From an optimization exercise on the open Yosys and OpenROAD flow, aimed at small area and a short achievable clock period; shortcuts taken in it are not production practice.
Where RTL was checked, it was by simulation tests only, not by an equivalence proof against the original.
Function not checked in runs 5 and 6: the RTL went through the layout flow alone.
The clock port is modelled as an ideal driver; clocking choices that lean on that would not hold on a real chip.
Power figures rest on the tool's default switching activity, not on a simulated workload.

==> flow/design.v <==
`timescale 1ns/1ps
module ao8 (
    input  logic [7:0] s,
    input  logic [7:0] d,
    output logic       y
);
    assign y = |(s & d);
endmodule
module nor2m (input logic a, b, output logic y);
    assign y = ~(a | b);
endmodule
module nor3m (input logic a, b, c, output logic y);
    assign y = ~(a | b | c);
endmodule
module nand4m (input logic a, b, c, d, output logic y);
    assign y = ~(a & b & c & d);
endmodule
module pre3k (
    input  logic [2:0] a,
    input  logic       idle,
    input  logic       k,
    input  logic [7:0] t,
    input  logic       tk,
    output logic [7:0] y_n
);
    always_comb begin
        for (int i = 0; i < 8; i++)
            y_n[i] = ~((idle && k && a == i[2:0]) || (t[i] && tk));
    end
endmodule
module pre3u (
    input  logic [2:0] a,
    input  logic       idle,
    input  logic [7:0] t,
    output logic [7:0] y_n
);
    always_comb begin
        for (int i = 0; i < 8; i++)
            y_n[i] = ~((idle && a == i[2:0]) || t[i]);
    end
endmodule
module wdat (
    input  logic [7:0] datain,
    input  logic       idle,
    input  logic       pat,
    output logic [7:0] wd
);
    assign wd = idle ? datain : {pat, 1'b0, pat, 1'b0, pat, 1'b0, pat, 1'b0};
endmodule
module bist #(
    parameter size   = 6,
    parameter length = 8
)(
    input  logic                 clk,
    input  logic                 rst,
    input  logic                 start,
    input  logic                 csin,
    input  logic                 rwbarin,
    input  logic                 opr,
    input  logic [size-1:0]      address,
    input  logic [length-1:0]    datain,
    output logic [length-1:0]    dataout,
    output logic                 fail
);
    logic       NbarT;
    logic       cout;
    logic [7:0] qlo;        
    logic [7:0] qhi;        
    logic       q6;         
    logic       pat;        
    wire next_T = NbarT ? ~cout : start;
    always_ff @(posedge clk or posedge rst) begin
        if (rst)
            NbarT <= 1'b0;
        else
            NbarT <= next_T;
    end
    always_ff @(posedge clk or posedge rst) begin
        if (rst) begin
            qlo <= 8'd0;
            qhi <= 8'd0;
        end else if (!next_T) begin
            qlo <= 8'd0;
            qhi <= 8'd0;
        end else if (!NbarT) begin
            qlo <= 8'd1;
            qhi <= 8'd1;
        end else begin
            qlo <= {qlo[6:0], qlo[7]};
            if (qlo[7])
                qhi <= {qhi[6:0], qhi[7]};
        end
    end
    always_ff @(posedge clk) begin
        if (!NbarT) begin
            q6   <= 1'b0;
            cout <= 1'b0;
        end else begin
            if (qlo[7] && qhi[7])
                q6 <= ~q6;
            cout <= qlo[7] && qhi[7] && q6;
        end
    end
    wire q_zero = qlo[0] && qhi[0] && !q6;
    always_ff @(posedge clk or posedge rst) begin
        if (rst)
            pat <= 1'b0;
        else if (NbarT && q_zero)
            pat <= 1'b1;
    end
    wire [7:0] P = {pat, 1'b0, pat, 1'b0, pat, 1'b0, pat, 1'b0};
    wire next_q6 = NbarT && (q6 ^ (qlo[7] && qhi[7]));
    logic idle, tr, tw;
    always_ff @(posedge clk or posedge rst) begin
        if (rst) begin
            idle <= 1'b1;
            tr   <= 1'b0;
            tw   <= 1'b0;
        end else begin
            idle <= ~next_T;
            tr   <= next_T && next_q6;
            tw   <= next_T && !next_q6;
        end
    end
    wire       we   = tw || (idle && !rwbarin);
    wire [7:0] wd   = idle ? datain : P;
    logic [7:0] rlo_n, rhi_n, wlo_n, whi_n;
    pre3k u_rlo (.a(address[2:0]), .idle(idle), .k(rwbarin),  .t(qlo), .tk(tr), .y_n(rlo_n));
    pre3u u_rhi (.a(address[5:3]), .idle(idle), .t(qhi), .y_n(rhi_n));
    pre3k u_wlo (.a(address[2:0]), .idle(idle), .k(~rwbarin), .t(qlo), .tk(tw), .y_n(wlo_n));
    pre3u u_whi (.a(address[5:3]), .idle(idle), .t(qhi), .y_n(whi_n));
    logic [63:0] rsel, wen;
    for (genvar r = 0; r < 64; r++) begin : g_sel
        nor2m u_rs (.a(rhi_n[r / 8]), .b(rlo_n[r % 8]), .y(rsel[r]));
        nor2m u_ws (.a(whi_n[r / 8]), .b(wlo_n[r % 8]), .y(wen[r]));
    end
    logic [7:0] mem [64];
    logic [7:0] wdg [4];
    for (genvar g = 0; g < 4; g++) begin : g_wd
        wdat u_wd (.datain(datain), .idle(idle), .pat(pat), .wd(wdg[g]));
    end
    for (genvar r = 0; r < 64; r++) begin : g_word
        always_ff @(posedge clk) begin
            if (wen[r])
                mem[r] <= wdg[r / 16];
        end
    end
    wire [7:0] bw = wd & {8{we}};
    logic [7:0] rd;
    for (genvar b = 0; b < 8; b++) begin : g_bit
        logic [63:0] col;
        logic [7:0]  p;
        logic [3:0]  n;
        for (genvar r = 0; r < 64; r++) begin : g_col
            assign col[r] = mem[r][b];
        end
        for (genvar m = 0; m < 8; m++) begin : g_p
            ao8 u_ao (.s(rsel[m*8 +: 8]), .d(col[m*8 +: 8]), .y(p[m]));
        end
        nor2m  u_n0 (.a(p[0]), .b(p[1]), .y(n[0]));
        nor2m  u_n1 (.a(p[2]), .b(p[3]), .y(n[1]));
        nor2m  u_n2 (.a(p[4]), .b(p[5]), .y(n[2]));
        nor3m  u_n3 (.a(p[6]), .b(p[7]), .c(bw[b]), .y(n[3]));
        nand4m u_rd (.a(n[0]), .b(n[1]), .c(n[2]), .d(n[3]), .y(rd[b]));
    end
    logic [7:0] dout;
    always_ff @(posedge clk) begin
        dout <= rd;
    end
    assign dataout = dout;
    always_ff @(posedge clk or posedge rst) begin
        if (rst)
            fail <= 1'b0;
        else if (NbarT && q_zero)
            fail <= 1'b0;
        else if (NbarT && opr && q6 && (dataout != P))
            fail <= 1'b1;
    end
endmodule
==> flow/flow/run.sh <==
#!/bin/bash
# The standard layout, with extra timing repair, greedy resizing of the
# worst path and area recovery after CTS (flow/extra_cts.tcl) and after
# global routing (flow/extra_grt.tcl), run through ORFS's POST_CTS_TCL and
# POST_GLOBAL_ROUTE_TCL hooks.
bash standard.sh "POST_CTS_TCL=$PWD/flow/extra_cts.tcl" "POST_GLOBAL_ROUTE_TCL=$PWD/flow/extra_grt.tcl" finish > standard.log 2>&1
==> flow/flow/downsize.tcl <==
# Area recovery: swap each combinational cell for its smallest drive-strength
# variant that keeps the worst setup slack. par is the parasitics source:
# placement or global_routing.
proc my_variants {lc} {
  set name [get_name $lc]
  if {![regexp {^(.*)_([0-9]+)$} $name -> base drive]} { return {} }
  set out {}
  foreach c [get_lib_cells */${base}_*] {
    if {[regexp "^${base}_\[0-9\]+\$" [get_name $c]] && [sta::equiv_cells $lc $c]} {
      lappend out [list [get_property $c area] $c]
    }
  }
  return [lsort -real -index 0 $out]
}

proc my_downsize {{par placement} {tol 0.0}} {
  estimate_parasitics -$par
  set ws0 [worst_slack -max]
  set saved 0.0
  set insts {}
  foreach inst [get_cells *] {
    set lc [get_lib_cells -of_objects $inst]
    if {$lc eq "" || $lc eq "NULL"} continue
    if {[regexp {__(df|edf|sdf|dl|sdl)} [get_name $lc]]} continue
    set n [get_name $lc]
    if {[string match *clkbuf* $n] || [string match *tap* $n] || [string match *fill* $n] || [string match *decap* $n] || [string match *conb* $n]} continue
    lappend insts [list [get_property $lc area] $inst]
  }
  foreach item [lsort -real -decreasing -index 0 $insts] {
    set inst [lindex $item 1]
    set lc [get_lib_cells -of_objects $inst]
    set a0 [get_property $lc area]
    foreach v [my_variants $lc] {
      lassign $v a c
      if {$a >= $a0} break
      replace_cell $inst $c
      estimate_parasitics -$par
      if {[worst_slack -max] >= $ws0 - $tol} {
        set saved [expr {$saved + $a0 - $a}]
        set lc $c
        break
      }
      replace_cell $inst $lc
    }
  }
  estimate_parasitics -$par
  puts "my_downsize: saved $saved um2, worst slack $ws0 -> [worst_slack -max]"
}
==> flow/flow/extra_cts.tcl <==
# Runs after clock tree synthesis (ORFS POST_CTS_TCL hook).
# 1. Extra timing-repair passes alternating with greedy resizing of the
#    cells on the worst path (flow/upsize.tcl): repair_timing often stops on
#    one endpoint, and each method gets past some of the other's stops.
# 2. Area recovery: each combinational cell goes to its smallest drive
#    strength that keeps the worst setup slack (flow/downsize.tcl).
source [file join [file dirname [info script]] downsize.tcl]
source [file join [file dirname [info script]] upsize.tcl]
for {set i 0} {$i < 3} {incr i} {
  estimate_parasitics -placement
  repair_timing_helper
  detailed_placement
  my_upsize placement 150
  detailed_placement
}
my_downsize placement
detailed_placement
check_placement -verbose
estimate_parasitics -placement
report_worst_slack -max
==> flow/flow/extra_grt.tcl <==
# Runs at the end of global routing (ORFS POST_GLOBAL_ROUTE_TCL hook):
# greedy resizing of the worst path and area recovery with global-route
# parasitics, then the routes and guides are brought up to date.
source [file join [file dirname [info script]] downsize.tcl]
source [file join [file dirname [info script]] upsize.tcl]
global_route -start_incremental
my_upsize global_routing 150
my_downsize global_routing
detailed_placement
global_route -end_incremental
check_placement -verbose
estimate_parasitics -global_routing
report_worst_slack -max
write_guides $::env(RESULTS_DIR)/route.guide
==> flow/flow/upsize.tcl <==
# Greedy sizing on the worst path: each step tries every larger drive
# strength of each cell driving a net on the worst path and keeps the one
# that most improves that path's endpoint slack without lowering the worst
# slack. Stops when no resize helps. par: placement or global_routing.
proc my_slack {name} {
  set obj [get_pins -quiet $name]
  if {$obj eq ""} { set obj [get_ports -quiet $name] }
  return [get_property $obj slack_max]
}

proc my_upsize {{par placement} {iters 200}} {
  estimate_parasitics -$par
  set ws_start [worst_slack -max]
  set n 0
  for {set it 0} {$it < $iters} {incr it} {
    set ws [worst_slack -max]
    set p [lindex [find_timing_paths -path_delay max -sort_by_slack -group_path_count 1 -endpoint_path_count 1] 0]
    if {$p eq ""} break
    set ep [get_property $p endpoint]
    set es0 [get_property $p slack]
    set epname [get_full_name $ep]
    set insts {}
    foreach pt [get_property $p points] {
      set pin [get_property $pt pin]
      if {[get_property $pin direction] ne "output"} continue
      set inst [get_cells -quiet -of_objects $pin]
      if {$inst eq ""} continue
      lappend insts $inst
    }
    set best_gain 0.001
    set best {}
    foreach inst $insts {
      set lc [get_lib_cells -quiet -of_objects $inst]
      if {$lc eq "" || $lc eq "NULL"} continue
      set ln [get_name $lc]
      if {[regexp {__(df|edf|sdf|dl|sdl)} $ln] || [string match *clkbuf* $ln]} continue
      set a0 [get_property $lc area]
      foreach v [my_variants $lc] {
        lassign $v a c
        if {$a <= $a0} continue
        replace_cell $inst $c
        estimate_parasitics -$par
        set es [my_slack $epname]
        set w [worst_slack -max]
        replace_cell $inst $lc
        set gain [expr {$es - $es0}]
        if {$w >= $ws - 1e-4 && $gain > $best_gain} {
          set best_gain $gain
          set best [list $inst $c]
        }
      }
    }
    if {$best eq {}} break
    replace_cell {*}$best
    estimate_parasitics -$par
    incr n
  }
  puts "my_upsize: $n resizes, worst slack $ws_start -> [worst_slack -max]"
}
==> flow/standard.sh <==
#!/bin/bash
# synth_recipe.tcl (not shown) runs the flow's synth.tcl, then flattens the netlist and writes it again
# the make line also repeats each setting of config.mk as NAME=value (left out here)
make -C /OpenROAD-flow-scripts/flow DESIGN_CONFIG=/design/flow/config.mk WORK_HOME=/design/flow/orfs CLKGATE_MAP_FILE= SYNTH_SCRIPT=/design/flow/synth_recipe.tcl "${@:-finish}"
==> flow/config.mk <==
export PLATFORM = sky130hd
export DESIGN_NAME = bist
export DESIGN_NICKNAME = bist
export VERILOG_FILES = /design/flow/design.v
export SDC_FILE = /design/flow/constraint.sdc
export NUM_CORES = 4
export LEC_CHECK = 0
export CAP_MARGIN = 20
export CORE_MARGIN = 2
export CORE_UTILIZATION = 60
export CTS_CLUSTER_DIAMETER = 120
export CTS_CLUSTER_SIZE = 24
export SETUP_SLACK_MARGIN = 3.4
export SLEW_MARGIN = 20
export SYNTH_HIERARCHICAL = 1
==> flow/constraint.sdc <==
create_clock -name core_clock -period 6.0 [get_ports {clk}]
set_input_delay 1.2000 -clock core_clock [delete_from_list [all_inputs] [get_ports {clk}]]
set_output_delay 1.2000 -clock core_clock [all_outputs]
set_load 0.01 [all_outputs]
==> metrics.csv, run 1 <==
metric,value,unit
Setup-failing EPs final,0,
WL final,51000,um
Post-Synth Simple-Gate Area,7.46,%
final core occ,67.9,%
die area,0.0353,sq mm
Fin. Hold Viols,0,
via count,11685,
Least-Margin Pin Slew,953,ps
first-pass GRT wire length,75200,um
DRT iter0 DRCs,1508,
Post-Synth Adder-Cell Area,0.0617,%
Design Power,6.07,mW
initial core utilization,60.7,%
period utilization,43.0,%
critical path class,in2reg,
Yosys cell types,36,
GPL Wtd Cong,0.900,
"Net Count, Synth",1203,
"Req. time, crit path",6430,ps
total gr overflow,0,
P_leak,5.38,nW
XOR/XNOR share of the synthesized area,0.0432,%
Cell Pwr Density,267,mW/mm^2
Max Slew Vio Count,0,
RR Endpoint,mem[40][3],
core region area,0.0334,sq mm
Cells after Synth,1182,
RR Startpoint,idle,
DRT Pass-1 Iters,7,
Setup TNS Final,0,ps
Worst Path Arrival,3020,ps
vias per cell,6.68,
#FFs+latches synth,544,
R2R cell count,4,
outcome,timing/DRC/antenna clean,
Fmax,387,MHz
I/O pin cnt,29,
Site Rows,67,
Startpoint Class,input port,
HP Class,reg2reg,
minimum clock period,2580,ps
largest net degree at the start of global routing,26,
initial antenna violation count,4,
VDD IR max,234,uV
area delta synth->final,11.9,%
max-cap viol count,0,
gr usage total,29.3,%
detailed-route DRC error count,0,
Post-DP HPWL,33300,um
fin cells,1748,
Hold Crit Depth,1,
Clock transition at path regs,100,ps
post-synthesis mux area share,1.58,%
Synth Area in Compound Gates,11.0,%
Yosys warning count,12,
Placed Area,0.0212,sq mm
Min-Delay Endpoint,pat,
"Avg Cell Area, Syn",17.2,sq um
sequential share of the synthesized area,79.5,%
chip height,188,um
Port Buf Inserts,27,
share of layout cells above drive strength 1,18.3,%
relative slew slack,36.5,%
main combinational cell family by area after synthesis,compound AO/OA/AOI/OAI gates,
Detail Route Antenna Nets,0,
Placed Cells,1657,
TritonCTS clock tree,built,
Layout Nets,1297,
Setup Skew,27.6,ps
Mapped Area,0.0203,sq mm
CP Capture Type,flop,
crit path launch,address[2],
wire length per cell,29.2,um
min-delay src,q6,
Crit Path Max Fanout,8,
vias in the first global route,11394,
DIE WIDTH,188,um
Worst-Skew Late Latency,580,ps
Worst R2R Setup Slack,3540,ps
clock sinks,544,
fin area,0.0227,sq mm
-- report_power, final --
group	total [mW]	switching [mW]	internal, mW	leakage [nW]
clock	1.95	1.09	0.853	0.362
combinational	0.0383	0.0249	0.0133	1.42
sequential	4.08	0	4.08	3.60
-- flip-flops by register name, indices dropped and copies added, names as in the netlist, 8 cells and up --
register / count
qlo: 8
mem: 512
qhi: 8
dout: 8
-- cell usage in the layout (no fill, tap or decap), drive strengths merged, types with 8 or more instances in the layout --
cell type / synthesis / routed
a21oi: 10 / 10
nor2: 165 / 165
and2: 30 / 30
nor2b: 12 / 12
clkdlybuf4s50: 0 / 11
clkbuf: 2 / 49
nor3: 8 / 8
mux2: 16 / 16
dlygate4sd2: 0 / 9
nand4: 73 / 73
dfxtp: 10 / 10
dfrtp: 21 / 21
a22oi: 268 / 268
buf: 6 / 52
mux2i: 8 / 8
a31oi: 8 / 8
edfxtp: 512 / 512
-- routing by layer --
| layer | vias up | track usage (%) | wire length (um) |
|---|---|---|---|
| met2 | 507 | 45.9 | 24200 |
| li1 | 5072 | - | - |
| met4 | 0 | 8.33 | 1370 |
| met5 | - | 0 | 0 |
| met1 | 6040 | 43.9 | 21200 |
| met3 | 66 | 4.08 | 4190 |
-- cell type report --
class / instances / area, sq um
Sequential cell: 544 / 16100
Tap cell: 448 / 561
Multi-Input combinational cell: 626 / 4630
Inverter: 4 / 15.0
Antenna cell: 4 / 10.0
Clock buffer: 47 / 751
Timing Repair Buffer: 74 / 599
Fill cell: 2322 / 10700
Clock inverter: 1 / 3.75
-- worst max-delay path, cell delays in order --
cell and delay [ps]:
buf_6 100, and3_4 200, a32oi_4 280, buf_4 190
nor2_2 80, a22oi_1 260, nand4_1 240, nor3_2 320
nand4_1 140
-- how the worst max path moves through the flow --
stage | end | slack (ps)
finish | dout[7] | 3420
detailed placement | dout[2] | 1420
global placement | dout[4] | 1430
floorplan | dout[0] | 3410
-- per-module statistics from Yosys (local to each module, per instance), a selection --
module  cells inside  flip-flops and latches  times used  area [sq um]
ao8                5                       0          64          36.3
bist             606                     544           1         16500
nand4m             1                       0           8          6.26
nor2m              1                       0         152          3.75
pre3k             14                       0           2          97.6
pre3u             12                       0           2          73.8
wdat               9                       0           4           101
-- cell families (layout without fill, tap and decap cells) --
logic type	after synthesis	count (layout)
DFF	544	544
AOI/OAI and AO/OA	301	301
and+or+nand+nor	299	299
muxes	24	24
buffers and inverters	12	126
adders and majority gates	1	1
xor gates and xnor gates	1	1
other	0	4
-- per-stage QoR --
step	setup WS, ps	hold slack (ps)
after detailed placement	1420	524
after floorplan	3410	480
final	3420	545
after global placement	1430	514
-- Yosys cell counts --
cell type | instances | share of area (%)
nand4_1 | 73 | 2.3
ha_1 | 1 | 0.062
nand2b_1 | 2 | 0.062
or4_1 | 2 | 0.074
a32oi_1 | 4 | 0.17
buf_2 | 1 | 0.025
mux2_4 | 16 | 1.2
buf_4 | 1 | 0.037
a21o_1 | 4 | 0.15
a31oi_1 | 8 | 0.25
dfstp_2 | 1 | 0.13
and2_1 | 14 | 0.43
nand2_1 | 2 | 0.037
mux2i_1 | 8 | 0.39
and3b_1 | 2 | 0.086
a22oi_1 | 268 | 9.9
nor2_1 | 165 | 3.1
nor2b_1 | 10 | 0.31
nand3_1 | 1 | 0.025
and3_1 | 2 | 0.062
buf_6 | 4 | 0.22
o21a_1 | 1 | 0.037
o21ai_0 | 2 | 0.049
a211oi_1 | 1 | 0.037
clkbuf_1 | 2 | 0.037
xnor2_1 | 1 | 0.043
edfxtp_1 | 512 | 76
and2_2 | 16 | 0.59
nor2b_2 | 2 | 0.086
dfxtp_1 | 10 | 0.99
dfrtp_1 | 21 | 2.6
a21oi_1 | 10 | 0.25
a41oi_1 | 2 | 0.086
o21bai_1 | 1 | 0.037
nor3_2 | 8 | 0.39
inv_1 | 4 | 0.074
==> inputs of run 2 (changes only) <==
==> flow/flow/extra_cts.tcl (replaced) <==
# Runs after clock tree synthesis (ORFS POST_CTS_TCL hook).
# 1. Extra timing-repair passes: repair_timing often stops on one endpoint;
#    running it again from the repaired state lets it work on the rest.
# 2. Greedy resizing of the cells on the worst path (flow/upsize.tcl).
# 3. Area recovery: each combinational cell goes to its smallest drive
#    strength that keeps the worst setup slack (flow/downsize.tcl).
source [file join [file dirname [info script]] downsize.tcl]
source [file join [file dirname [info script]] upsize.tcl]
for {set i 0} {$i < 3} {incr i} {
  estimate_parasitics -placement
  repair_timing_helper
  detailed_placement
}
my_upsize placement 150
my_downsize placement
detailed_placement
check_placement -verbose
estimate_parasitics -placement
report_worst_slack -max
--- a/flow/config.mk
+++ b/flow/config.mk
@@ -9,3 +9,3 @@
 export CORE_MARGIN = 2
-export CORE_UTILIZATION = 60
+export CORE_UTILIZATION = 70
 export CTS_CLUSTER_DIAMETER = 120
==> metrics.csv, run 2 <==
metric,value,unit,change
Psw,1.12,mW,-0.12%
DIE WIDTH,174,um,-7.3%
wire length per cell,29.5,um,+1.1%
Clock power frac,32.1,%,about the same
Least-Margin Pin Slew,1050,ps,+97.5 ps
"FFs w/ async S/R, synth",4.04,%,unchanged
Min-Delay Endpoint,qlo[5],,
RR Endpoint,mem[15][3],,
sequential share of the synthesized area,79.5,%,unchanged
clock sinks,544,,unchanged
"Avg Cell Area, Syn",17.2,sq um,unchanged
Worst path max stage delay,340,ps,+20 ps
"most common cell after layout, fill and taps aside",edfxtp_1,,
sequential share of power,67.3,%,about the same
"Net Count, Synth",1203,,unchanged
Storage cell area,0.0161,sq mm,about the same
I/O pin cnt,29,,unchanged
R2R cell count,4,,unchanged
vias in the first global route,11479,,+0.75%
"area leader, netlist",edfxtp_1,,
Startpoint Class,input port,,
"Slowest-stage cell, CP",a32oi_4,,
Cell Pwr Density,272,mW/mm^2,+2.0%
Fin. Hold Viols,0,,unchanged
Worst-Skew Late Latency,570,ps,about the same
die area,0.0304,sq mm,-14%
Fmax,383,MHz,-1.1%
Worst Path Arrival,3060,ps,+40 ps
fillers,1587,,-32%
TritonCTS clock tree,built,,
Crit Path Max Fanout,8,,unchanged
RR Startpoint,idle,,
period utilization,43.5,%,+0.48 points
outcome,timing/DRC/antenna clean,,
detailed-route DRC error count,0,,unchanged
Clock transition at path regs,90,ps,about the same
Detail Route Antenna Nets,0,,unchanged
most flop-heavy register,mem,,
max reg flops,512,,unchanged
minimum clock period,2610,ps,+29.0 ps
share of layout cells above drive strength 1,12.7,%,-5.6 points
critical path class,in2reg,,
Cells after Synth,1182,,unchanged
chip height,174,um,-7.3%
"top cells by area, synth","edfxtp_1 76%, a22oi_1 9.9%, nor2_1 3.1%",,
Mapped Area,0.0203,sq mm,unchanged
gr usage total,33.0,%,+3.7 points
diode count,0,,-4
#FFs+latches synth,544,,unchanged
relative slew slack,29.6,%,-6.8 points
Design Power,6.06,mW,about the same
min-delay src,qlo[4],,
max-cap viol count,0,,unchanged
Hold Crit Depth,1,,unchanged
CP Capture Type,flop,,
DRT iter0 DRCs,1856,,+23%
Post-synth EDFFs,512,,unchanged
first-pass GRT wire length,72400,um,-3.7%
Yosys warning count,12,,unchanged
Yosys cell types,36,,unchanged
area delta synth->final,9.71,%,
largest net degree at the start of global routing,26,,unchanged
most common library cells after synthesis,"512 x edfxtp_1, 268 x a22oi_1, 165 x nor2_1, 73 x nand4_1, 21 x dfrtp_1",,
initial core utilization,70.9,%,+10 points
Multi-input gate area,0.00432,sq mm,-6.7%
via count,11926,,+2.1%
Int Pwr,4.95,mW,about the same
DRT Pass-1 Iters,6,,-1
CP cell instances,"buf_6, and3_4, a32oi_4, buf_6, buf_2, nor2_2, a22oi_1, nand4_1, nor2_2, nand4_1",,
"Req. time, crit path",6450,ps,+20 ps
core region area,0.0286,sq mm,-14%
Setup-failing EPs final,0,,unchanged
Setup Skew,30.9,ps,+3.29 ps
Setup TNS Final,0,ps,unchanged
prevailing post-synth register cell,edfxtp_1,,
GPL Wtd Cong,0.902,,+0.22%
top-count cell post-synth,edfxtp_1,,
top cell type's share of synthesized area,75.8,%,unchanged
logic gate share of total power,0.6,%,about the same
Max Slew Vio Count,0,,unchanged
Worst R2R Setup Slack,3440,ps,-100 ps
initial antenna violation count,2,,-2
final core occ,77.8,%,+9.9 points
switch share,18.4,%,about the same
Layout Nets,1296,,-0.077%
total gr overflow,0,,unchanged
Hold WS,539,ps,-5.94 ps
most frequent cells in the layout,"512 x edfxtp_1, 257 x a22oi_1, 113 x nor2_1",,
P_leak,5.32,nW,-1.1%
VDD IR max,297,uV,+27%
WL final,49500,um,-2.9%
vias per cell,7.10,,+6.3%
Port Buf Inserts,27,,unchanged
Post-DP HPWL,32000,um,-3.8%
Site Rows,62,,-7.5%
HP Class,reg2reg,,
[run 2: cell count changes in the layout (fill, tap and decap cells not counted), sizes merged]
cell,change
clkbuf,-1
diode,-4
[run 2: cells by family after synthesis]
group	after synthesis	synth area share, %
flops	544	79.5
compound gates	301	11.0
simple gates	299	7.46
mux	24	1.58
buf+inv	12	0.395
xor+xnor	1	0.0432
fa+ha+maj	1	0.0617
[run 2: layout make-up]
class	count	area share, %
multi-input cells	626	19.4
repair buffers	73	2.49
well taps	384	2.16
flip-flops and latches	544	72.5
clock inverters	1	0.0169
inverters	4	0.0674
clock buffers	47	3.37
[run 2: per-module statistics from Yosys, one instance, submodules excluded]
module	flip-flops and latches	copies in the design	cells	area (sq um)
wdat	0	4	9	101
nor3m	0	8	1	10.0
pre3u	0	2	12	73.8
nand4m	0	8	1	6.26
nor2m	0	152	1	3.75
bist	544	1	606	16500
pre3k	0	2	14	97.6
ao8	0	64	5	36.3
[run 2: worst max-delay path: cells and delay by family]
family	cells	cell delay, ps
compound gates	2	590
buf+inv	3	400
simple gates	5	860
[run 2: routing by layer]
layer  up-vias  track usage (%)  part of all wire, %
met4         2             12.3                  4.5
met5         -                0                0.016
li1       5067                -                    -
met1      5904             48.1                   38
met2       824             52.2                   47
met3       129             4.77                   11
[run 2: how the worst max path moves through the flow]
| stage | start | endpoint | depth (start not counted) |
|---|---|---|---|
| after global placement | address[0] | dout[2] | 8 |
| after detailed placement | address[0] | dout[2] | 8 |
| final | address[2] | dout[4] | 10 |
| after floorplan | address[2] | dout[0] | 7 |
[run 2: per-stage QoR]
step | instances | cell area (sq um) | worst slack, ps
after floorplan | 1182 | 20400 | 3410
after global placement | 1593 | 21100 | 1620
after detailed placement | 1593 | 21100 | 1550
final | 1679 | 22300 | 3390
[run 2: power by group through the flow]
stage | sequential (mW) | clock (mW) | combinational (mW)
floorplan | 4.17 | 0 | 0.00706
global placement | 4.17 | 0 | 0.0337
detailed placement | 4.17 | 0 | 0.0342
finish | 4.08 | 1.95 | 0.0369
==> inputs of run 3 (changes only) <==
--- a/flow/config.mk
+++ b/flow/config.mk
@@ -9,3 +9,3 @@
 export CORE_MARGIN = 2
-export CORE_UTILIZATION = 70
+export CORE_UTILIZATION = 60
 export CTS_CLUSTER_DIAMETER = 120
==> metrics.csv, run 3 <==
metric,value,unit,change
outcome,timing/DRC/antenna clean,,
"most common cell after layout, fill and taps aside",edfxtp_1,,
logic gate share of total power,0.6,%,about the same
wire length per cell,29.1,um,-1.2%
Yosys warning count,12,,unchanged
Max Slew Vio Count,0,,unchanged
share of layout cells above drive strength 1,17.3,%,+4.6 points
switch share,18.3,%,-0.11 points
met3 GRT Util,4.01,%,-0.76 points
"Avg Cell Area, Syn",17.2,sq um,unchanged
TritonCTS clock tree,built,,
area delta synth->final,11.5,%,
"top cells by area, synth","edfxtp_1 76%, a22oi_1 9.9%, nor2_1 3.1%",,
Layout Nets,1297,,+0.077%
Mapped Area,0.0203,sq mm,unchanged
gr usage total,29.3,%,-3.7 points
grt met2 use,45.8,%,-6.4 points
WL final,50900,um,+2.8%
Cell Pwr Density,268,mW/mm^2,-1.7%
Worst path max stage delay,310,ps,-30 ps
most frequent cells in the layout,"512 x edfxtp_1, 237 x a22oi_1, 80 x nor2_2",,
Detail Route Antenna Nets,0,,unchanged
DIE WIDTH,188,um,+7.8%
initial core utilization,60.7,%,-10 points
CP Capture Type,flop,,
"area leader, netlist",edfxtp_1,,
CP cell instances,"buf_4, nor2b_1, a31oi_1, buf_4, nor2_2, a22oi_1, nand4_1, nor2_2, nand4_1",,
HP Class,reg2reg,,
Cells after Synth,1182,,unchanged
GPL Wtd Cong,0.900,,-0.22%
detailed-route DRC error count,0,,unchanged
Hold WS,544,ps,+4.89 ps
die area,0.0353,sq mm,+16%
final core occ,67.6,%,-10 points
clock sinks,544,,unchanged
relative slew slack,37.9,%,+8.2 points
Fin. Hold Viols,0,,unchanged
layer with the highest usage,met2,,
top cell type's share of synthesized area,75.8,%,unchanged
minimum clock period,2560,ps,-51.7 ps
Site Rows,67,,+8.1%
most common library cells after synthesis,"512 x edfxtp_1, 268 x a22oi_1, 165 x nor2_1, 73 x nand4_1, 21 x dfrtp_1",,
VDD IR max,234,uV,-21%
most flop-heavy register,mem,,
Post-DP HPWL,33300,um,+4.0%
Clock transition at path regs,100,ps,about the same
core region area,0.0334,sq mm,+17%
prevailing post-synth register cell,edfxtp_1,,
"FFs w/ async S/R, synth",4.04,%,unchanged
total gr overflow,0,,unchanged
"Slowest-stage cell, CP",a22oi_1,,
Post-synth EDFFs,512,,unchanged
Int Pwr,4.95,mW,about the same
Startpoint Class,input port,,
Clock power frac,32.0,%,about the same
#FFs+latches synth,544,,unchanged
Psw,1.11,mW,-0.76%
I/O pin cnt,29,,unchanged
Yosys cell types,36,,unchanged
Worst Path Arrival,3000,ps,-60 ps
Design Power,6.06,mW,-0.15%
chip height,188,um,+7.8%
max reg flops,512,,unchanged
fillers,2318,,+46%
Port Buf Inserts,27,,unchanged
vias in the first global route,11403,,-0.66%
P_leak,5.35,nW,+0.69%
sequential share of the synthesized area,79.5,%,unchanged
initial antenna violation count,4,,+2
Critical path buffers and inverters,2,,-1
Setup-failing EPs final,0,,unchanged
period utilization,42.7,%,-0.86 points
first-pass GRT wire length,75200,um,+3.8%
Worst-Skew Late Latency,570,ps,about the same
vias per cell,6.71,,-5.5%
Crit Path Max Fanout,10,,+2
"Net Count, Synth",1203,,unchanged
max-cap viol count,0,,unchanged
met1 Track Usage GR,44.1,%,-4.0 points
Least-Margin Pin Slew,932,ps,-119 ps
sequential share of power,67.4,%,about the same
Setup Skew,26.3,ps,-4.66 ps
largest net degree at the start of global routing,26,,unchanged
Setup TNS Final,0,ps,unchanged
DRT iter0 DRCs,1618,,-13%
CP top delay family,simple AND/OR/NAND/NOR gates,,
Fmax,391,MHz,+2.0%
"Req. time, crit path",6440,ps,about the same
top-count cell post-synth,edfxtp_1,,
via count,11729,,-1.7%
critical path class,in2reg,,
DRT Pass-1 Iters,5,,-1
==> run 3: worst paths after layout <==
| path | start | endpoint | slack (ps) | cells after the start |
|---|---|---|---|---|
| setup / recovery | address[3] | dout[2] | 3440 | 9 |
| hold / removal | q6 | pat | 540 | 1 |
| setup reg to reg | idle | dout[7] | 3550 | 8 |
| hold reg to reg | q6 | pat | 540 | 1 |
| max in group asynchronous | rst | fail | 4180 | 2 |
| min in group asynchronous | rst | qhi[5] | 1220 | 2 |
==> run 3: final cells by class <==
type | count | area, sq um | area share, %
clock buffer | 47 | 751 | 3.32
sequential | 544 | 16100 | 71.3
antenna | 4 | 10.0 | 0.0442
timing repair buffer | 74 | 574 | 2.54
multi-input combinational | 626 | 4570 | 20.2
tap | 448 | 561 | 2.48
inverter | 4 | 15.0 | 0.0664
clock inverter | 1 | 3.75 | 0.0166
==> run 3: Yosys stat by module, one instance, submodules excluded <==
| module | times used | cell area [sq um] |
|---|---|---|
| ao8 | 64 | 36.3 |
| pre3u | 2 | 73.8 |
| nor2m | 152 | 3.75 |
| pre3k | 2 | 97.6 |
| bist | 1 | 16500 |
| nor3m | 8 | 10.0 |
| nand4m | 8 | 6.26 |
| wdat | 4 | 101 |
==> run 3: layer usage <==
layer / part of all wire [%] / vias to the layer above
met4: 2.7 / 0
met5: 0 / -
met1: 42 / 6063
met2: 47 / 524
li1: - / 5074
met3: 7.8 / 68
==> run 3: kinds of logic (layout without fill, tap and decap cells) <==
kind of cell    count (synthesis)  after routing  synth area share, %
flops                         544            544                 79.5
compound gates                301            301                 11.0
simple gates                  299            299                 7.46
mux                            24             24                 1.58
buf+inv                        12            126                0.395
fa+ha+maj                       1              1               0.0617
xor+xnor                        1              1               0.0432
other cells                     0              4                    0
==> run 3: worst register-to-register path, delay by kind of cell, from the launching register on <==
kind                   cells  cell delay, ps
flip-flops                 1             740
AO/OA/AOI/OAI              2             340
buffers and inverters      1             180
AND/OR/NAND/NOR            5            1140
==> run 3: stage by stage <==
step / cell area [sq um] / std cells / setup slack (ps)
finish: 22600 / 1748 / 3440
detailed placement: 21200 / 1657 / 1420
global placement: 21200 / 1657 / 1430
floorplan: 20400 / 1182 / 3410
==> run 3: power by group through the flow <==
stage	Combinational [mW]	Clock [mW]	Sequential, mW
2_1_floorplan	0.00706	0	4.17
3_3_place_gp	0.0345	0	4.17
3_5_place_dp	0.0344	0	4.17
6_report	0.0376	1.94	4.08
==> inputs of run 4 (changes only) <==
--- a/flow/config.mk
+++ b/flow/config.mk
@@ -10,4 +10,5 @@
 export CORE_UTILIZATION = 60
-export CTS_CLUSTER_DIAMETER = 120
-export CTS_CLUSTER_SIZE = 24
+export CTS_BUF_LIST = sky130_fd_sc_hd__clkbuf_8
+export CTS_CLUSTER_DIAMETER = 80
+export CTS_CLUSTER_SIZE = 16
 export SETUP_SLACK_MARGIN = 3.4
==> metrics.csv, run 4 <==
metric,value,unit,change
outcome,timing/DRC/antenna clean,,
Post-Synth Adder-Cell Area,0.0617,%,unchanged
fillers,2343,,+1.1%
core region area,0.0334,sq mm,unchanged
Fmax,387,MHz,-0.90%
share of layout cells above drive strength 1,16.4,%,-0.90 points
period utilization,43.0,%,+0.39 points
VDD IR max,230,uV,-1.7%
Max Slew Vio Count,0,,unchanged
top-count cell post-synth,edfxtp_1,,
initial antenna violation count,5,,+1
Post-synth EDFFs,512,,unchanged
Synth Area in Compound Gates,11.0,%,unchanged
"most common cell after layout, fill and taps aside",edfxtp_1,,
DRT Pass-1 Iters,6,,+1
clock sinks,544,,unchanged
"FFs w/ async S/R, synth",4.04,%,unchanged
detailed-route DRC error count,0,,unchanged
post-synthesis mux area share,1.58,%,unchanged
die area,0.0353,sq mm,unchanged
relative slew slack,32.9,%,-5.0 points
Cells after Synth,1182,,unchanged
CP cell instances,"buf_4, nor2b_1, a22oi_1, buf_4, buf_6, nor2_2, a22oi_1, nand4_1, nor2_4, nand4_1",,
minimum clock period,2580,ps,+23.4 ps
Yosys warning count,12,,unchanged
main combinational cell family by area after synthesis,compound AO/OA/AOI/OAI gates,,
chip height,188,um,unchanged
gr usage total,29.6,%,+0.33 points
Crit Path Max Fanout,10,,unchanged
Clock transition at path regs,110,ps,about the same
Least-Margin Pin Slew,994,ps,+61.7 ps
#FFs+latches synth,544,,unchanged
area delta synth->final,10.5,%,
Hold WS,520,ps,-23.5 ps
Setup-failing EPs final,0,,unchanged
most common library cells after synthesis,"512 x edfxtp_1, 268 x a22oi_1, 165 x nor2_1, 73 x nand4_1, 21 x dfrtp_1",,
total gr overflow,0,,unchanged
Fin. Hold Viols,0,,unchanged
"Req. time, crit path",6460,ps,+20 ps
Detail Route Antenna Nets,0,,unchanged
top cell type's share of synthesized area,75.8,%,unchanged
via count,11854,,+1.1%
"top cells by area, synth","edfxtp_1 76%, a22oi_1 9.9%, nor2_1 3.1%",,
prevailing post-synth register cell,edfxtp_1,,
vias per cell,6.69,,-0.25%
most flop-heavy register,mem,,
Design Power,5.88,mW,-2.9%
Layout Nets,1309,,+0.93%
"Avg Cell Area, Syn",17.2,sq um,unchanged
Worst path max stage delay,270,ps,-40 ps
vias in the first global route,11502,,+0.87%
I/O pin cnt,29,,unchanged
GPL Wtd Cong,0.900,,unchanged
Post-DP HPWL,33300,um,unchanged
"area leader, netlist",edfxtp_1,,
"Net Count, Synth",1203,,unchanged
Worst Path Arrival,3040,ps,+40 ps
most frequent cells in the layout,"512 x edfxtp_1, 254 x a22oi_1, 81 x nor2_1",,
HP Class,reg2reg,,
WL final,51200,um,+0.63%
first-pass GRT wire length,75300,um,+0.22%
max-cap viol count,0,,unchanged
XOR/XNOR share of the synthesized area,0.0432,%,unchanged
sequential share of the synthesized area,79.5,%,unchanged
critical path class,in2reg,,
Port Buf Inserts,27,,unchanged
Worst-Skew Late Latency,600,ps,+30 ps
DIE WIDTH,188,um,unchanged
largest net degree at the start of global routing,25,,-3.8%
initial core utilization,60.7,%,unchanged
Mapped Area,0.0203,sq mm,unchanged
wire length per cell,28.9,um,-0.68%
TritonCTS clock tree,built,,
P_leak,5.42,nW,+1.4%
Post-Synth Simple-Gate Area,7.46,%,unchanged
Cell Pwr Density,262,mW/mm^2,-2.0%
Yosys cell types,36,,unchanged
DRT iter0 DRCs,1585,,-2.0%
"Slowest-stage cell, CP",a22oi_1,,
Setup TNS Final,0,ps,unchanged
max reg flops,512,,unchanged
Site Rows,67,,unchanged
Setup Skew,44.6,ps,+18.3 ps
CP Capture Type,flop,,
Startpoint Class,input port,,
-- run 4: cell counts after synthesis --
Identical to the previous run, type by type.
-- run 4: cell families after synthesis --
kind of cell,Yosys count
AOI/OAI and AO/OA,301
buffers and inverters,12
muxes,24
adders and majority gates,1
xor gates and xnor gates,1
DFF,544
and+or+nand+nor,299
-- run 4: critical path: cells and delay by family --
kind,cells,cell delay (ps)
AOI/OAI and AO/OA,2,460
buffers and inverters,3,550
and+or+nand+nor,5,830
-- run 4: final timing paths --
path                             from          to  slack (ps)  cells after the start
min in group asynchronous         rst        fail        1190                      2
max reg2reg                      idle  mem[58][5]        3460                      3
min                                q6         pat         520                      1
max                        address[0]     dout[1]        3420                     10
max in group asynchronous         rst        fail        4220                      2
min reg2reg                        q6         pat         520                      1
-- run 4: final cells by class --
class	count	area (sq um)	share of cell area (%)
Clock inverter	31	116	0.519
Clock buffer	41	564	2.52
Antenna cell	5	12.5	0.0558
Timing Repair Buffer	72	534	2.38
Inverter	4	15.0	0.0670
Tap cell	448	561	2.50
Multi-Input combinational cell	626	4480	20.0
Sequential cell	544	16100	72.0
-- run 4: modules after synthesis (local to each module, per instance) --
module	flip-flops and latches	cells inside	area [sq um]
wdat	0	9	101
ao8	0	5	36.3
pre3u	0	12	73.8
nor2m	0	1	3.75
nand4m	0	1	6.26
bist	544	606	16500
pre3k	0	14	97.6
nor3m	0	1	10.0
-- run 4: report_power, final --
group	leakage (nW)	internal, mW	switching, mW
Combinational	1.37	0.0117	0.0244
Sequential	3.60	4.08	0
Clock	0.456	0.641	1.12
-- run 4: per-layer routing --
metal / share of wire [%] / track usage (%)
met1: 42 / 44.2
met2: 47 / 44.5
met3: 8.5 / 5.35
met4: 3.5 / 11.1
met5: 0 / 0
-- run 4: through the flow --
stage	setup slack (ps)	cells	instance area (sq um)	util (%)
after floorplan	3410	1182	20400	-
after global placement	1430	1657	21200	63.4
after detailed placement	1420	1657	21200	63.4
final	3420	1771	22400	67.0
==> inputs of run 5 (changes only) <==
--- a/flow/design.v
+++ b/flow/design.v
@@ -148,3 +148,3 @@
     wire [7:0] bw = wd & {8{we}};
-    logic [7:0] rd;
+    logic [3:0] nq [8];
     for (genvar b = 0; b < 8; b++) begin : g_bit
@@ -163,9 +163,8 @@
         nor3m  u_n3 (.a(p[6]), .b(p[7]), .c(bw[b]), .y(n[3]));
-        nand4m u_rd (.a(n[0]), .b(n[1]), .c(n[2]), .d(n[3]), .y(rd[b]));
+        always_ff @(posedge clk) begin
+            nq[b] <= n;
+        end
+        nand4m u_rd (.a(nq[b][0]), .b(nq[b][1]), .c(nq[b][2]), .d(nq[b][3]),
+                     .y(dataout[b]));
     end
-    logic [7:0] dout;
-    always_ff @(posedge clk) begin
-        dout <= rd;
-    end
-    assign dataout = dout;
     always_ff @(posedge clk or posedge rst) begin
--- a/flow/config.mk
+++ b/flow/config.mk
@@ -10,5 +10,4 @@
 export CORE_UTILIZATION = 60
-export CTS_BUF_LIST = sky130_fd_sc_hd__clkbuf_8
-export CTS_CLUSTER_DIAMETER = 80
-export CTS_CLUSTER_SIZE = 16
+export CTS_CLUSTER_DIAMETER = 120
+export CTS_CLUSTER_SIZE = 24
 export SETUP_SLACK_MARGIN = 3.4
==> metrics.csv, run 5 <==
metric,value,unit,change
final core occ,67.2,%,+0.18 points
CP top delay family,simple AND/OR/NAND/NOR gates,,
DIE WIDTH,190,um,+1.2%
P_leak,5.45,nW,+0.42%
sequential share of the synthesized area,80.0,%,+0.47 points
Worst path max stage delay,870,ps,+600 ps
outcome,timing/DRC/antenna clean,,
via count,11560,,-2.5%
RR Startpoint,idle,,
Hold WS,531,ps,+10.6 ps
minimum clock period,2600,ps,+20.8 ps
Design Power,6.25,mW,+6.3%
critical path class,in2reg,,
vias per cell,6.55,,-2.1%
Post-DP HPWL,33100,um,-0.45%
top-count cell post-synth,edfxtp_1,,
most common library cells after synthesis,"512 x edfxtp_1, 268 x a22oi_1, 165 x nor2_1, 73 x nand4_1, 34 x dfxtp_1",,
max reg flops,512,,unchanged
initial core utilization,60.6,%,-0.084 points
chip height,190,um,+1.2%
Crit Path Max Fanout,16,,+6
total gr overflow,0,,unchanged
Port Buf Inserts,27,,unchanged
"most common cell after layout, fill and taps aside",edfxtp_1,,
Hold Crit Depth,1,,unchanged
clock sinks,568,,+4.4%
fin area,0.0230,sq mm,+2.8%
Worst-Skew Late Latency,570,ps,-30 ps
RR Endpoint,mem[23][5],,
Cells after Synth,1206,,+2.0%
VDD IR max,265,uV,+15%
detailed-route DRC error count,0,,unchanged
Setup-failing EPs final,0,,unchanged
Cell Pwr Density,271,mW/mm^2,+3.4%
TritonCTS clock tree,built,,
Site Rows,68,,+1.5%
Critical path buffers and inverters,1,,-2
largest registers,"mem: 512 flops, nq: 32 flops",,
CP cell instances,"clkdlybuf4s50_1, and2_0",,
"top cells by area, synth","edfxtp_1 74%, a22oi_1 9.7%, dfxtp_1 3.3%",,
Placed Area,0.0217,sq mm,+2.2%
Worst Path Arrival,2820,ps,-220 ps
Place WS,1770,ps,+347 ps
largest net degree at the start of global routing,26,,+4.0%
Startpoint Class,input port,,
initial antenna violation count,2,,-3
"FFs w/ async S/R, synth",3.87,%,-0.17 points
fin worst setup slack,3400,ps,-20.8 ps
Placed Cells,1692,,+2.1%
DRT Pass-1 Iters,5,,-1
"Avg Cell Area, Syn",17.2,sq um,+0.33%
"area leader, netlist",edfxtp_1,,
relative slew slack,30.5,%,-2.4 points
Fin. Hold Viols,0,,unchanged
die area,0.0361,sq mm,+2.3%
HP Class,reg2reg,,
Fmax,384,MHz,-0.80%
Setup TNS Final,0,ps,unchanged
Least-Margin Pin Slew,1040,ps,+48.5 ps
fin cells,1765,,-0.34%
min-delay src,q6,,
gr usage total,28.8,%,-0.89 points
max-cap viol count,0,,unchanged
Mapped Area,0.0208,sq mm,+2.4%
WL final,51200,um,about the same
most flop-heavy register,mem,,
Detail Route Antenna Nets,0,,unchanged
#FFs+latches synth,568,,+4.4%
Layout Nets,1311,,+0.15%
first-pass GRT wire length,73700,um,-2.2%
vias in the first global route,11360,,-1.2%
"Slowest-stage cell, CP",and2_0,,
most frequent cells in the layout,"512 x edfxtp_1, 244 x a22oi_1, 97 x nor2_2",,
Worst R2R Setup Slack,3530,ps,+70 ps
R2R cell count,5,,+2
Setup Skew,24.5,ps,-20.1 ps
period utilization,43.4,%,+0.35 points
top cell type's share of synthesized area,74.0,%,-1.8 points
Max Slew Vio Count,0,,unchanged
Yosys cell types,36,,unchanged
Min-Delay Endpoint,pat,,
I/O pin cnt,29,,unchanged
core region area,0.0343,sq mm,+2.5%
share of layout cells above drive strength 1,17.6,%,+1.2 points
GPL Wtd Cong,0.863,,-4.1%
"Req. time, crit path",6220,ps,-240 ps
Yosys warning count,14,,+2
DRT iter0 DRCs,1332,,-16%
Post-synth EDFFs,512,,unchanged
CP Capture Type,flop,,
diode count,0,,-5
wire length per cell,29.0,um,+0.37%
prevailing post-synth register cell,edfxtp_1,,
Clock transition at path regs,90,ps,-20 ps
area delta synth->final,10.9,%,
"Net Count, Synth",1227,,+2.0%
[run 5: cell count changes in the layout (fill, tap and decap cells not counted), sizes merged]
cell / previous run / this run
clkdlybuf4s15: 0 / 5
dfxtp: 10 / 34
inv: 34 / 5
buf: 47 / 39
clkbuf: 46 / 53
dlygate4sd2: 9 / 3
clkinv: 1 / 0
diode: 5 / 0
[run 5: routing by layer]
layer  part of all wire [%]  track usage (%)  up-vias  routed length [um]
met5                  0.043                0        -                  22
met4                    2.5             8.05        4                1280
met3                    8.7             5.39       78                4470
met2                     47             44.0      470               24000
met1                     42             43.0     5877               21400
li1                       -                -     5131                   -
[run 5: layout make-up]
| cell class | instances | area [sq um] |
|---|---|---|
| Clock buffer | 48 | 754 |
| Multi-Input combinational cell | 626 | 4610 |
| Inverter | 4 | 15.0 |
| Fill cell | 2371 | 11300 |
| Sequential cell | 568 | 16600 |
| Timing Repair Buffer | 63 | 464 |
| Clock inverter | 1 | 3.75 |
| Tap cell | 455 | 569 |
[run 5: where the power goes]
part,switching (mW),internal [mW],leakage (nW)
clock,1.12,0.856,0.363
sequential,0,4.24,3.79
combinational,0.0234,0.0118,1.29
total,1.14,5.11,5.45
[run 5: cells by family (layout without fill, tap and decap cells)]
logic type	count (synthesis)	in the layout	share of synthesized area [%]
flip-flops	568	568	80.0
XOR/XNOR	1	1	0.0422
AO/OA/AOI/OAI	301	301	10.7
multiplexers	24	24	1.54
adder cells (fa/ha/maj)	1	1	0.0602
AND/OR/NAND/NOR	299	299	7.29
buffers and inverters	12	116	0.386
[run 5: worst max-delay path by stage]
stage | startpoint | to | slack (ps) | cells past startpoint
after floorplan | rwbarin | nq[0][3] | 3400 | 6
after global placement | address[1] | nq[5][3] | 1810 | 8
after detailed placement | address[1] | nq[2][3] | 1770 | 8
final | datain[2] | mem[43][2] | 3400 | 2
[run 5: modules after synthesis (local to each module, per instance)]
| module | flops+latches | copies in the design |
|---|---|---|
| ao8 | 0 | 64 |
| bist | 568 | 1 |
| nand4m | 0 | 8 |
| nor2m | 0 | 152 |
| nor3m | 0 | 8 |
| pre3k | 0 | 2 |
| pre3u | 0 | 2 |
| wdat | 0 | 4 |
==> inputs of run 6 (changes only) <==
==> flow/flow/run.sh (replaced) <==
#!/bin/bash
# The standard layout, with extra timing repair, greedy resizing of the
# worst path and area recovery after CTS (flow/extra_cts.tcl) and after
# global routing (flow/extra_grt.tcl), run through ORFS's POST_CTS_TCL and
# POST_GLOBAL_ROUTE_TCL hooks. Ports are buffered with buf_2 (resizable
# like any buffer) instead of the cell buffer_ports picks by itself.
bash standard.sh "BUFFER_PORTS_ARGS=-buffer_cell sky130_fd_sc_hd__buf_2" "POST_CTS_TCL=$PWD/flow/extra_cts.tcl" "POST_GLOBAL_ROUTE_TCL=$PWD/flow/extra_grt.tcl" finish > standard.log 2>&1
==> metrics.csv, run 6 <==
metric,value,unit,change
first-pass GRT wire length,74400,um,+0.99%
Hold Crit Depth,1,,unchanged
Worst Path Arrival,2860,ps,+40 ps
Synth Area in Compound Gates,10.7,%,unchanged
Post-Synth Adder-Cell Area,0.0602,%,unchanged
sequential share of the synthesized area,80.0,%,unchanged
period utilization,43.8,%,+0.39 points
largest net degree at the start of global routing,26,,unchanged
fillers,2416,,+1.9%
TritonCTS clock tree,built,,
outcome,timing/DRC/antenna clean,,
met3 wire length,4940,um,+10%
Setup-failing EPs final,0,,unchanged
fin worst setup slack,3370,ps,-23.5 ps
top cell type's share of synthesized area,74.0,%,unchanged
M1 WL,22000,um,+2.8%
Least-Margin Pin Slew,1120,ps,+77.3 ps
highest metal used,met5,,
initial core utilization,60.6,%,unchanged
"top cells by area, synth","edfxtp_1 74%, a22oi_1 9.7%, dfxtp_1 3.3%",,
die area,0.0361,sq mm,unchanged
CP Capture Type,flop,,
CP cell instances,"buf_2, inv_1, and3_2, a22oi_1, nor2_1",,
Layout Nets,1301,,-0.76%
HP Class,reg2reg,,
minimum clock period,2630,ps,+23.5 ps
"Req. time, crit path",6230,ps,about the same
Fmax,381,MHz,-0.90%
Placed Cells,1692,,unchanged
core region area,0.0343,sq mm,unchanged
met2 wire len,23200,um,-3.5%
GPL Wtd Cong,0.862,,about the same
chip height,190,um,unchanged
Post-synth EDFFs,512,,unchanged
post-synthesis mux area share,1.54,%,unchanged
Site Rows,68,,unchanged
critical path class,in2reg,,
Setup Skew,25.1,ps,+0.556 ps
fin cells,1755,,-0.57%
DIE WIDTH,190,um,unchanged
Post-DP HPWL,33500,um,+1.2%
total gr overflow,0,,unchanged
most frequent cells in the layout,"512 x edfxtp_1, 260 x a22oi_1, 88 x nor2_1",,
DRT iter0 DRCs,1354,,+1.7%
detailed-route DRC error count,0,,unchanged
"most common cell after layout, fill and taps aside",edfxtp_1,,
VDD IR max,324,uV,+22%
initial antenna violation count,3,,+1
diode count,0,,unchanged
Design Power,6.26,mW,+0.23%
Post-Synth Simple-Gate Area,7.29,%,unchanged
most common library cells after synthesis,"512 x edfxtp_1, 268 x a22oi_1, 165 x nor2_1, 73 x nand4_1, 34 x dfxtp_1",,
Yosys cell types,36,,unchanged
Place WS,2170,ps,+396 ps
max-cap viol count,0,,unchanged
most flop-heavy register,mem,,
Cells after Synth,1206,,unchanged
wire length per cell,29.3,um,+0.94%
Storage cell area,0.0166,sq mm,about the same
Worst-Skew Late Latency,570,ps,about the same
Setup TNS Final,0,ps,unchanged
vias in the first global route,11129,,-2.0%
relative slew slack,25.3,%,-5.2 points
Clock transition at path regs,100,ps,about the same
Multi-input gate area,0.00440,sq mm,-4.6%
top-count cell post-synth,edfxtp_1,,
"Net Count, Synth",1227,,unchanged
largest registers,"mem: 512 flops, nq: 32 flops",,
Cell Pwr Density,277,mW/mm^2,+2.1%
DRT Pass-1 Iters,5,,unchanged
vias per cell,6.60,,+0.84%
Startpoint Class,input port,,
Yosys warning count,14,,unchanged
"FFs w/ async S/R, synth",3.87,%,unchanged
R2R cell count,3,,-2
main combinational cell family by area after synthesis,compound AO/OA/AOI/OAI gates,,
max reg flops,512,,unchanged
Hold WS,549,ps,+17.9 ps
gr usage total,28.9,%,+0.19 points
Mapped Area,0.0208,sq mm,unchanged
XOR/XNOR share of the synthesized area,0.0422,%,unchanged
Worst path max stage delay,820,ps,-50 ps
Detail Route Antenna Nets,0,,unchanged
#FFs+latches synth,568,,unchanged
prevailing post-synth register cell,edfxtp_1,,
"Avg Cell Area, Syn",17.2,sq um,unchanged
Crit Path Max Fanout,8,,-8
"Slowest-stage cell, CP",a22oi_1,,
Port Buf Inserts,27,,unchanged
via count,11591,,+0.27%
"area leader, netlist",edfxtp_1,,
WL final,51400,um,+0.37%
I/O pin cnt,29,,unchanged
share of layout cells above drive strength 1,12.8,%,-4.8 points
area delta synth->final,8.90,%,
Max Slew Vio Count,0,,unchanged
P_leak,5.34,nW,-2.0%
Fin. Hold Viols,0,,unchanged
clock sinks,568,,unchanged
==> run 6: layout make-up <==
type / count / area share, %
tap: 455 / 2.52
timing repair buffer: 53 / 1.16
sequential: 568 / 73.4
inverter: 4 / 0.0664
clock buffer: 48 / 3.34
clock inverter: 1 / 0.0166
multi-input combinational: 626 / 19.5
==> run 6: worst paths after layout <==
path | slack (ps) | endpoint | startpoint
worst max-delay path | 3370 | mem[62][4] | rwbarin
worst min-delay path | 550 | pat | q6
worst max register to register | 3430 | mem[14][6] | idle
worst min register to register | 550 | pat | q6
max in group asynchronous | 4700 | NbarT | rst
min in group asynchronous | 750 | qlo[2] | rst
==> run 6: per-layer routing <==
metal	GRT usage, %	vias up
met2	43.2	491
met3	6.36	88
met4	6.95	6
li1	-	5107
met1	44.2	5899
met5	0	-
==> run 6: modules after synthesis, one instance, submodules excluded <==
module / cells inside / area, sq um / flip-flops and latches / copies in the design
bist: 630 / 17000 / 568 / 1
nor2m: 1 / 3.75 / 0 / 152
wdat: 9 / 101 / 0 / 4
nand4m: 1 / 6.26 / 0 / 8
pre3k: 14 / 97.6 / 0 / 2
ao8: 5 / 36.3 / 0 / 64
pre3u: 12 / 73.8 / 0 / 2
nor3m: 1 / 10.0 / 0 / 8
==> run 6: through the flow <==
stage                     area (sq um)  util, %
after detailed placement         21500     62.8
after floorplan                  20800        -
after global placement           21500     62.8
final                            22600     66.0
==> run 6: cells by family (layout without fill, tap and decap cells) <==
group / Yosys count / count (layout)
flip-flops: 568 / 568
XOR/XNOR: 1 / 1
AO/OA/AOI/OAI: 301 / 301
AND/OR/NAND/NOR: 299 / 299
multiplexers: 24 / 24
adder cells (fa/ha/maj): 1 / 1
buffers and inverters: 12 / 106
==> run 6: critical path, delay by kind of cell <==
family / cells / cell delay [ps]
buffers and inverters: 2 / 170
and+or+nand+nor: 2 / 660
AOI/OAI and AO/OA: 1 / 820
==> run 6: power by group <==
| part | switching, mW | internal, mW | leakage (nW) |
|---|---|---|---|
| Combinational | 0.0237 | 0.00608 | 1.18 |
| Clock | 1.14 | 0.857 | 0.363 |
| Sequential | 0 | 4.24 | 3.80 |
==> inputs of run 7 (changes only) <==
--- a/flow/design.v
+++ b/flow/design.v
@@ -148,3 +148,3 @@
     wire [7:0] bw = wd & {8{we}};
-    logic [3:0] nq [8];
+    logic [7:0] rd;
     for (genvar b = 0; b < 8; b++) begin : g_bit
@@ -163,8 +163,9 @@
         nor3m  u_n3 (.a(p[6]), .b(p[7]), .c(bw[b]), .y(n[3]));
-        always_ff @(posedge clk) begin
-            nq[b] <= n;
-        end
-        nand4m u_rd (.a(nq[b][0]), .b(nq[b][1]), .c(nq[b][2]), .d(nq[b][3]),
-                     .y(dataout[b]));
+        nand4m u_rd (.a(n[0]), .b(n[1]), .c(n[2]), .d(n[3]), .y(rd[b]));
     end
+    logic [7:0] dout;
+    always_ff @(posedge clk) begin
+        dout <= rd;
+    end
+    assign dataout = dout;
     always_ff @(posedge clk or posedge rst) begin
==> metrics.csv, run 7 <==
metric,value,unit,change
sequential share of power,67.5,%,-0.2 points
vias per cell,6.60,,about the same
final core occ,67.2,%,+1.2 points
core region area,0.0334,sq mm,-2.4%
I/O pin cnt,29,,unchanged
P_leak,5.24,nW,-1.9%
most common library cells after synthesis,"512 x edfxtp_1, 268 x a22oi_1, 165 x nor2_1, 73 x nand4_1, 21 x dfrtp_1",,
"top cells by area, synth","edfxtp_1 76%, a22oi_1 9.9%, nor2_1 3.1%",,
initial core utilization,60.7,%,+0.084 points
critical path class,in2reg,,
max-cap viol count,0,,unchanged
switch share,18.3,%,-0.20 points
Setup TNS Final,0,ps,unchanged
"Req. time, crit path",6260,ps,+30 ps
detailed-route DRC error count,0,,unchanged
Fmax,379,MHz,-0.46%
"Slowest-stage cell, CP",a22oi_1,,
CP top delay family,compound AO/OA/AOI/OAI gates,,
fillers,2317,,-4.1%
Post-DP HPWL,33200,um,-0.95%
prevailing post-synth register cell,edfxtp_1,,
wire length per cell,29.0,um,-1.1%
top-count cell post-synth,edfxtp_1,,
Psw,1.11,mW,-4.5%
most flop-heavy register,mem,,
R2R cell count,9,,+6
vias in the first global route,11245,,+1.0%
Clock power frac,32.0,%,+0.2 points
initial antenna violation count,3,,unchanged
die area,0.0353,sq mm,-2.3%
WL final,50400,um,-2.0%
RR Startpoint,idle,,
chip height,188,um,-1.1%
Int Pwr,4.94,mW,-3.2%
share of layout cells above drive strength 1,16.5,%,+3.7 points
#FFs+latches synth,544,,-4.2%
logic gate share of total power,0.6,%,about the same
Site Rows,67,,-1.5%
gr usage total,29.0,%,+0.072 points
Max Slew Vio Count,0,,unchanged
first-pass GRT wire length,74000,um,-0.55%
max reg flops,512,,unchanged
total gr overflow,0,,unchanged
period utilization,44.0,%,+0.20 points
Cells after Synth,1182,,-2.0%
"FFs w/ async S/R, synth",4.04,%,+0.17 points
Mapped Area,0.0203,sq mm,-2.3%
Port Buf Inserts,27,,unchanged
Crit Path Max Fanout,8,,unchanged
outcome,timing/DRC/antenna clean,,
Detail Route Antenna Nets,0,,unchanged
TritonCTS clock tree,built,,
"Net Count, Synth",1203,,-2.0%
Layout Nets,1290,,-0.85%
Min-Delay Endpoint,qlo[5],,
min-delay src,qlo[4],,
sequential share of the synthesized area,79.5,%,-0.47 points
largest net degree at the start of global routing,49,,+88%
Critical path buffers and inverters,3,,+1
"most common cell after layout, fill and taps aside",edfxtp_1,,
most frequent cells in the layout,"512 x edfxtp_1, 253 x a22oi_1, 88 x nor2_2",,
area delta synth->final,10.7,%,
DRT Pass-1 Iters,6,,+1
RR Endpoint,dout[6],,
Clock transition at path regs,100,ps,about the same
clock sinks,544,,-4.2%
Yosys warning count,12,,-2
HP Class,reg2reg,,
"area leader, netlist",edfxtp_1,,
minimum clock period,2640,ps,+12.2 ps
Setup-failing EPs final,0,,unchanged
Worst R2R Setup Slack,3460,ps,+30 ps
DIE WIDTH,188,um,-1.1%
Worst-Skew Late Latency,570,ps,about the same
Least-Margin Pin Slew,1070,ps,-49.8 ps
DRT iter0 DRCs,1623,,+20%
Yosys cell types,36,,unchanged
CP cell instances,"buf_6, inv_1, and3_2, a22oi_1, buf_2, nor2_2",,
Fin. Hold Viols,0,,unchanged
top cell type's share of synthesized area,75.8,%,+1.8 points
Hold Crit Depth,1,,unchanged
VDD IR max,279,uV,-14%
via count,11477,,-0.98%
relative slew slack,28.7,%,+3.3 points
Hold WS,531,ps,-18.0 ps
Startpoint Class,input port,,
GPL Wtd Cong,0.891,,+3.4%
Setup Skew,32.1,ps,+7.06 ps
CP Capture Type,flop,,
Cell Pwr Density,269,mW/mm^2,-2.8%
Worst Path Arrival,2900,ps,+40 ps
"Avg Cell Area, Syn",17.2,sq um,-0.33%
Post-synth EDFFs,512,,unchanged
Worst path max stage delay,750,ps,-70 ps
## run 7: cell count changes after synthesis, sizes merged
cell   change
dfxtp     -24
## run 7: cell families (layout without fill, tap and decap cells)
| group | count (synthesis) | count (layout) | share of synthesized area, % |
|---|---|---|---|
| XOR/XNOR | 1 | 1 | 0.0432 |
| AO/OA/AOI/OAI | 301 | 301 | 11.0 |
| buffers and inverters | 12 | 119 | 0.395 |
| multiplexers | 24 | 24 | 1.58 |
| other | 0 | 2 | 0 |
| AND/OR/NAND/NOR | 299 | 299 | 7.46 |
| flip-flops | 544 | 544 | 79.5 |
| adder cells (fa/ha/maj) | 1 | 1 | 0.0617 |
## run 7: worst max-delay path by stage
stage / startpoint / end / slack [ps] / depth (start not counted)
floorplan: address[2] / dout[0] / 3410 / 7
global placement: address[2] / dout[2] / 1920 / 8
detailed placement: address[2] / dout[2] / 1900 / 8
finish: rwbarin / mem[12][0] / 3360 / 6
## run 7: routing by layer
layer / global-route usage (%) / up-vias / wire length (um)
li1: - / 5055 / -
met1: 44.2 / 5902 / 21800
met2: 46.2 / 466 / 24200
met3: 3.80 / 54 / 3600
met4: 5.45 / 0 / 781
met5: 0 / - / 0
## run 7: modules after synthesis, one instance, submodules excluded
module / area [sq um] / copies in the design / flip-flops and latches
bist: 16500 / 1 / 544
wdat: 101 / 4 / 0
pre3k: 97.6 / 2 / 0
pre3u: 73.8 / 2 / 0
ao8: 36.3 / 64 / 0
nor3m: 10.0 / 8 / 0
nand4m: 6.26 / 8 / 0
nor2m: 3.75 / 152 / 0
## run 7: final cells by class
class / instances / area (sq um) / share of cell area, %
flip-flops and latches: 544 / 16100 / 71.8
multi-input cells: 626 / 4540 / 20.2
clock buffers: 47 / 751 / 3.34
well taps: 448 / 561 / 2.49
repair buffers: 67 / 465 / 2.07
inverters: 4 / 15.0 / 0.0668
diodes: 2 / 5.00 / 0.0223
clock inverters: 1 / 3.75 / 0.0167
## run 7: power groups by stage
stage	sequential, mW	combinational, mW	clock, mW
after floorplan	4.17	0.00706	0
after global placement	4.17	0.0276	0
after detailed placement	4.17	0.0278	0
final	4.08	0.0335	1.93
## run 7: through the flow
stage          instance area [sq um]  total power, mW  instances  worst slack, ps
2_1_floorplan                  20400             4.18       1182             3410
3_3_place_gp                   21100             4.20       1658             1920
3_5_place_dp                   21100             4.20       1658             1900
6_report                       22500             6.05       1739             3360

-- afterwards: timing with drivers on the ports --
How much do the figures lean on ideal ports? The routed layouts below were timed once more, with nothing changed but the port constraints. Step 1 (the two cells are an assumption about what drives the block):
set clk [get_ports {clk}]
set_driving_cell -lib_cell sky130_fd_sc_hd__clkbuf_16 $clk
set_driving_cell -lib_cell sky130_fd_sc_hd__buf_2 [delete_from_list [all_inputs] $clk]
Step 2 times the ports against the registers' clock, not the clock port: input delays grow and output delays shrink by t, the midpoint of the rising clock arrivals with the driver on. a / b / c = ideal / step 1 / step 2; a / b = the first two.
run | t, ns | slack for setup (ns) | slew at the worst register clock pin (ns)
run 1 | 0.619 | 3.418 / 3.429 / 2.811 | 0.10 / 0.10
run 2 | 0.607 | 3.389 / 3.390 / 2.783 | 0.10 / 0.10
run 3 | 0.615 | 3.441 / 3.432 / 2.817 | 0.10 / 0.10
run 4 | 0.632 | 3.417 / 3.398 / 2.766 | 0.11 / 0.11
run 5 | 0.617 | 3.396 / 3.387 / 2.770 | 0.10 / 0.10
run 6 | 0.615 | 3.373 / 3.378 / 2.788 | 0.10 / 0.10
run 7 | 0.611 | 3.361 / 3.376 / 2.765 | 0.10 / 0.10
After both steps setup and hold are still met in every run listed. For run 4, which loses most, drivers alone change the setup slack by -0.019 ns; drivers and shift together by -0.651 ns.
